From an optimization exercise on the open Yosys and OpenROAD flow, aimed at small area; shortcuts taken in it are not production practice. Only simulation tests tie the RTL to the original design; equivalence was not proved. The clock input has no modelled driver; a real chip could not lean on it and would need a root buffer or a full tree. Power figures rest on the tool's default switching activity, not on a simulated workload.

## ALU_DESIGN
module ALU_DESIGN #(parameter DW = 8, CW = 4)(INP_VALID,OPA,OPB,CIN,CLK,RST,CMD,CE,MODE,COUT,OFLOW,RES,G,E,L,ERR);
Size: roughly 450 cells after synthesis, about 49 flip-flops, roughly 42 I/O pins, about 3800 um2 of cells after synthesis.
==> flow/config.mk <==
export PLATFORM = sky130hd
export DESIGN_NAME = ALU_DESIGN
export DESIGN_NICKNAME = ALU_DESIGN
export VERILOG_FILES = /design/flow/design.v
export SDC_FILE = /design/flow/constraint.sdc
export NUM_CORES = 4
export LEC_CHECK = 0
export ABC_AREA = 1
export CAP_MARGIN = 0
export CORE_MARGIN = 2
export CORE_UTILIZATION = 40
export GPL_TIMING_DRIVEN = 0
export SLEW_MARGIN = 0
export SYNTH_HIERARCHICAL = 1
export SYNTH_MINIMUM_KEEP_SIZE = 0
==> flow/constraint.sdc <==
create_clock -name core_clock -period 6.0 [get_ports {CLK}]
set_input_delay 1.2000 -clock core_clock [delete_from_list [all_inputs] [get_ports {CLK}]]
set_output_delay 1.2000 -clock core_clock [all_outputs]
set_load 0.01 [all_outputs]
standard.sh (not shown) runs the stock make flow with config.mk's settings and CLKGATE_MAP_FILE= SYNTH_SCRIPT=/design/flow/synth_recipe.tcl, a recipe that flattens the netlist after the stock synthesis.
==> flow/flow/run.sh <==
#!/bin/bash
# Own layout flow: the standard ORFS flow (standard.sh), with three changes:
#  - synthesis maps logic with an area-only ABC script (flow/abc_area.script);
#    everything else in synthesis, including flip-flop mapping, is the standard one;
#  - every input and output port still gets a buffer, but a buf_1 one;
#  - the clock tree is three clkbuf_8, each driving a group of flip-flops
#    straight from the clock port (flow/cts_flat.tcl, run as the CTS step's
#    pre-hook, replaces the H-tree builder).
# Each step's full output goes to a log file in the work folder.
set -euo pipefail
W="$(pwd)"
S="SYNTH_SCRIPT=$W/flow/synth_area.tcl"
bash standard.sh "$S" synth > "$W/log_synth.txt" 2>&1
bash standard.sh "$S" "BUFFER_PORTS_ARGS=-buffer_cell sky130_fd_sc_hd__buf_1" "PRE_CTS_TCL=$W/flow/cts_flat.tcl" finish > "$W/log_layout.txt" 2>&1
==> flow/flow/cts_flat.tcl <==
# Clock tree for this small design: the flip-flops are split by position into
# three groups, and each group gets one clkbuf_8, placed at its centre and
# driven straight from the clock port. So the port drives three buffer pins and
# every flip-flop sits one buffer from the port. This replaces TritonCTS's
# H-tree (a root buffer and four leaf buffers) in the standard CTS step; the rest
# of that step (legalization, timing repair) runs as usual.
rename clock_tree_synthesis orfs_clock_tree_synthesis_unused
proc clock_tree_synthesis {args} {
  set k 3
  set block [ord::get_db_block]
  set dbu [$block getDbUnitsPerMicron]
  set net [$block findNet CLK]
  set pins {}
  foreach it [$net getITerms] {
    lassign [[$it getInst] getLocation] x y
    lappend pins [list [$it getInst] [$it getMTerm] $x $y]
  }
  # k-means on the sink positions, seeded with sinks spread along x
  set sorted [lsort -real -index 2 $pins]
  set n [llength $sorted]
  set cent {}
  for {set c 0} {$c < $k} {incr c} {
    set p [lindex $sorted [expr {int(($c + 0.5) * $n / $k)}]]
    lappend cent [list [lindex $p 2] [lindex $p 3]]
  }
  for {set iter 0} {$iter < 20} {incr iter} {
    set groups {}
    for {set c 0} {$c < $k} {incr c} { lappend groups {} }
    foreach p $pins {
      set best 0
      set bd 1e30
      for {set c 0} {$c < $k} {incr c} {
        lassign [lindex $cent $c] cx cy
        set d [expr {abs([lindex $p 2] - $cx) + abs([lindex $p 3] - $cy)}]
        if {$d < $bd} { set bd $d; set best $c }
      }
      lset groups $best [concat [lindex $groups $best] [list $p]]
    }
    set cent {}
    foreach g $groups {
      set sx 0.0; set sy 0.0
      foreach p $g { set sx [expr {$sx + [lindex $p 2]}]; set sy [expr {$sy + [lindex $p 3]}] }
      set m [expr {max(1, [llength $g])}]
      lappend cent [list [expr {$sx / $m}] [expr {$sy / $m}]]
    }
  }
  for {set c 0} {$c < $k} {incr c} {
    set g [lindex $groups $c]
    if {[llength $g] == 0} { continue }
    set loads {}
    foreach p $g {
      lappend loads [sta::find_pin "[[lindex $p 0] getName]/[[lindex $p 1] getName]"]
    }
    lassign [lindex $cent $c] cx cy
    puts "flat clock tree: group $c, [llength $g] sinks, buffer at ([expr {$cx / $dbu}], [expr {$cy / $dbu}])"
    insert_buffer -buffer_cell sky130_fd_sc_hd__clkbuf_8 -net CLK -load_pins $loads \
      -location [list [expr {$cx / $dbu}] [expr {$cy / $dbu}]] -buffer_name clkbuf_leaf
  }
  foreach inst [$block getInsts] {
    if {[string match clkbuf_leaf* [$inst getName]]} {
      foreach pin {A X} { [[$inst findITerm $pin] getNet] setSigType CLOCK }
      puts "flat clock tree: [$inst getName] drives [llength [[[$inst findITerm X] getNet] getITerms]] pins"
    }
  }
  set_propagated_clock [all_clocks]
}
Other scripts of this flow, unchanged in this note and not shown: flow/flow/abc_area.script, flow/flow/synth_area.tcl
Then changed:
--- a/flow/flow/run.sh
+++ b/flow/flow/run.sh
@@ -5,3 +5,3 @@
 #  - every input and output port still gets a buffer, but a buf_1 one;
-#  - the clock tree is three clkbuf_8, each driving a group of flip-flops
+#  - the clock tree is four clkbuf_8, each driving a group of flip-flops
 #    straight from the clock port (flow/cts_flat.tcl, run as the CTS step's
--- a/flow/flow/cts_flat.tcl
+++ b/flow/flow/cts_flat.tcl
@@ -1,4 +1,4 @@
 # Clock tree for this small design: the flip-flops are split by position into
-# three groups, and each group gets one clkbuf_8, placed at its centre and
-# driven straight from the clock port. So the port drives three buffer pins and
+# four groups, and each group gets one clkbuf_8, placed at its centre and
+# driven straight from the clock port. So the port drives four buffer pins and
 # every flip-flop sits one buffer from the port. This replaces TritonCTS's
@@ -8,3 +8,3 @@
 proc clock_tree_synthesis {args} {
-  set k 3
+  set k 4
   set block [ord::get_db_block]
CORE_UTILIZATION = 60   (was 40)
The new run completed with no timing, DRC or antenna violations; clock power went up by about 10%; cell count went down by 8.3%; power went up by 4.3%.
Then changed:
CORE_UTILIZATION = 40   (was 60)
Final area goes up slightly.
Power goes down by a few percent.
Routed wire length went up by a little under a tenth.
No run of this note takes its clock network from TritonCTS; it comes from the design's own scripts or RTL.

==> afterwards: timing with drivers on the ports <==
The flow's constraints put no driver on any port. The routed layouts listed below were extracted and timed again, unchanged, in two steps.
Step 1: set_driving_cell puts a clkbuf_16 on CLK and a buf_2 on each other input, an assumption about the parent block.
Step 2, shift: input delay + t, output delay - t, t = (earliest + latest rising clock arrival at the registers) / 2. This alone moves slack from input paths to output paths.
a / b / c = ideal / step 1 / step 2; a / b = the first two.
run | t, ns | setup WS [ns] | hold WS [ns] | worst setup path at the end | slew at the worst register clock pin (ns)
the first run | 0.215 | 0.258 / 0.258 / 0.258 | 0.459 / 0.459 / 0.459 | register to register | 0.12 / 0.12
the second run | 0.202 | 0.148 / 0.148 / 0.038 | 0.449 / 0.449 / 0.449 | input to register | 0.09 / 0.09
the third run | 0.203 | 0.157 / 0.157 / 0.157 | 0.454 / 0.454 / 0.454 | register to register | 0.08 / 0.08
After both steps setup and hold are still met in every run listed. For the second run, which loses most, drivers alone change the setup slack by 0.000 ns; drivers and shift together by -0.110 ns.
